Context: an optimization exercise on an open-source flow, tuned for small area, a short achievable clock period and few clock cycles per item. The choices shown serve that exercise and are no tape-out recipe. In this exercise RTL edits were held to simulation tests only and were not proved equivalent to the original. No activity file was given, so power comes from the tool's default toggle rates.

==> flow/design.v <==
module non_rest #(parameter n=16, s=16) (output wire [s-1:0] QUOTIENT, REMAINDER, output wire done,
    input wire [n-1:0] x, y, input wire clk, reset, start);
    reg [15:0] Q, R, M;    
    reg [3:0]  cnt;        
    reg        fin;
    assign QUOTIENT  = Q;
    assign REMAINDER = R;
    assign done      = fin;
    wire        busy = |cnt;
    wire [16:0] T    = {R, Q[15]};
    wire [17:0] D    = {1'b0, T} - {2'b0, M};
    wire        qb   = ~D[17];
    wire y_le1 = ~|y[15:1];
    wire q0    = y_le1 & (~y[0] | x[15]);
    wire r0    = x[15] & ~(y_le1 & y[0]);
    wire c8 = |y[15:8];
    wire c4 = |y[15:4];
    always @(posedge clk, posedge reset)
        if (reset) begin
            cnt <= 4'd0; fin <= 1'b0;
        end else if (start) begin
            if (c8) begin cnt <= 4'd8; fin <= 1'b0; end
            else if (c4) begin cnt <= 4'd12; fin <= 1'b0; end
            else begin cnt <= 4'd15; fin <= 1'b0; end
        end else if (busy) begin
            cnt <= cnt - 4'd1;
            if (cnt == 4'd1) fin <= 1'b1;
        end
    always @(posedge clk)
        if (start) begin
            M <= y;
            if (c8) begin R <= {8'd0, x[15:8]}; Q <= {x[7:0], 8'd0}; end
            else if (c4) begin R <= {12'd0, x[15:12]}; Q <= {x[11:0], 4'd0}; end
            else begin R <= {15'd0, r0}; Q <= {x[14:0], q0}; end
        end else if (busy) begin
            R <= qb ? D[15:0] : T[15:0];
            Q <= {Q[14:0], qb};
        end
endmodule
export LEC_CHECK = 0
export CAP_MARGIN = 20
export CORE_MARGIN = 2
export CORE_UTILIZATION = 40
export SETUP_SLACK_MARGIN = 3.5
export SLEW_MARGIN = 20
create_clock -name core_clock -period 6.0 [get_ports {clk}]
standard.sh (not shown) runs the stock make flow with config.mk's settings and CLKGATE_MAP_FILE= SYNTH_SCRIPT=/design/flow/synth_recipe.tcl, a recipe that flattens the netlist after the stock synthesis.
==> flow/flow/run.sh <==
#!/bin/bash
# Standard layout, with the port buffers made from buf_1 cells instead of the
# default choice (the resizer still upsizes any of them that timing needs),
# and power recovery (downsizing gates off the critical paths) after global
# routing's timing repair.
set -euo pipefail
bash standard.sh "BUFFER_PORTS_ARGS=-buffer_cell sky130_fd_sc_hd__buf_1" "RECOVER_POWER=100" finish > orfs_make.log 2>&1
The baseline finished clean.
Testbench counts at the start, summed over its fixed seeds: cycles 19,649, divisions 1,600.
Edit:
==> flow/flow/run.sh (replaced) <==
#!/bin/bash
# Standard layout, with the port buffers made from buf_1 cells instead of the
# default choice; the resizer still upsizes any of them that timing needs.
set -euo pipefail
bash standard.sh "BUFFER_PORTS_ARGS=-buffer_cell sky130_fd_sc_hd__buf_1" finish > orfs_make.log 2>&1
Area after synthesis does not change.
Cell area went up by 2.2%.
Hold slack stays flat.
Via count rose by about 0.36%.
Edit:
--- a/flow/config.mk
+++ b/flow/config.mk
@@ -10,0 +11 @@
+export PLACE_DENSITY = 0.8
The changed run finished clean.
Setup slack gets better by 0.031 ns.
Combinational power went up by 8.0%.
Register-to-register slack gets better by 0.03 ns.
Power went up by 3.9%.
Synthesized cell count does not change.
Sequential share of layout area went down by 1.2 points.
Design area went up by 3.2%.
Edit:
--- a/flow/config.mk
+++ b/flow/config.mk
@@ -11,2 +11 @@
-export PLACE_DENSITY = 0.8
-export SETUP_SLACK_MARGIN = 3.5
+export SETUP_SLACK_MARGIN = 3.6
The new run finished clean; design area increases by 6.5%; sequential cell count is unchanged; sequential share of layout area decreases by 2.3 points; final cell count increases by 3.3%; non-clock buffer count increases by 17; register-to-register slack is better by 0.03 ns; power increases by 8.6%.
Edit:
--- a/flow/config.mk
+++ b/flow/config.mk
@@ -11 +11 @@
-export SETUP_SLACK_MARGIN = 3.6
+export SETUP_SLACK_MARGIN = 3.0
After rerunning: The new run completed without violations; synthesized area does not change; routed wire length came out lower by 15%; non-clock buffer count is lower by 20; design area decreases by 12%; via count fell by 7.8%; combinational power drops by 24%; cell count drops by 4.6%; setup slack loses 0.29 ns.
Edit:
--- a/flow/config.mk
+++ b/flow/config.mk
@@ -10,2 +10,2 @@
-export CORE_UTILIZATION = 40
-export SETUP_SLACK_MARGIN = 3.0
+export CORE_UTILIZATION = 60
+export SETUP_SLACK_MARGIN = 3.5
After rerunning: First-iteration DRC count fell by 6.9%. Maximum frequency rose by 12%. Hold slack gains 0.023 ns. Synthesized area does not change. Final area rose by 3.8%.

afterwards: timing with drivers on the ports:
How much do the figures lean on ideal ports? The routed layouts below were timed once more, with nothing changed but the port constraints. Step 1 (the two cells are an assumption about what drives the block):
set clk [get_ports {clk}]
set_driving_cell -lib_cell sky130_fd_sc_hd__clkbuf_16 $clk
set_driving_cell -lib_cell sky130_fd_sc_hd__buf_2 [delete_from_list [all_inputs] $clk]
Step 2 moves the port delays by t, midway between the first and last clock arrival at a register: inputs arrive t later, outputs are due t later. That takes back most of the time a late clock gives input paths. a / b / c = ideal ports / drivers / drivers and shift; a / b = the first two.
run	t (ns)	slack for setup (ns)	slew at the worst register clock pin (ns)	worst slew at a driven data input, ns
the first run	0.343	2.461 / 2.471 / 2.128	0.11 / 0.11	0.03
the second run	0.340	3.501 / 3.501 / 3.238	0.11 / 0.11	0.03
the third run	0.338	3.532 / 3.532 / 3.297	0.11 / 0.11	0.04
the fourth run	0.348	3.565 / 3.565 / 3.304	0.11 / 0.11	0.04
the fifth run	0.340	3.275 / 3.285 / 2.946	0.11 / 0.11	0.03
the sixth run	0.335	3.570 / 3.570 / 3.304	0.10 / 0.10	0.04
After both steps setup and hold are still met in every run listed. The setup slack of the first run, which loses most, moves by +0.010 ns with the drivers and by -0.333 ns with both steps.
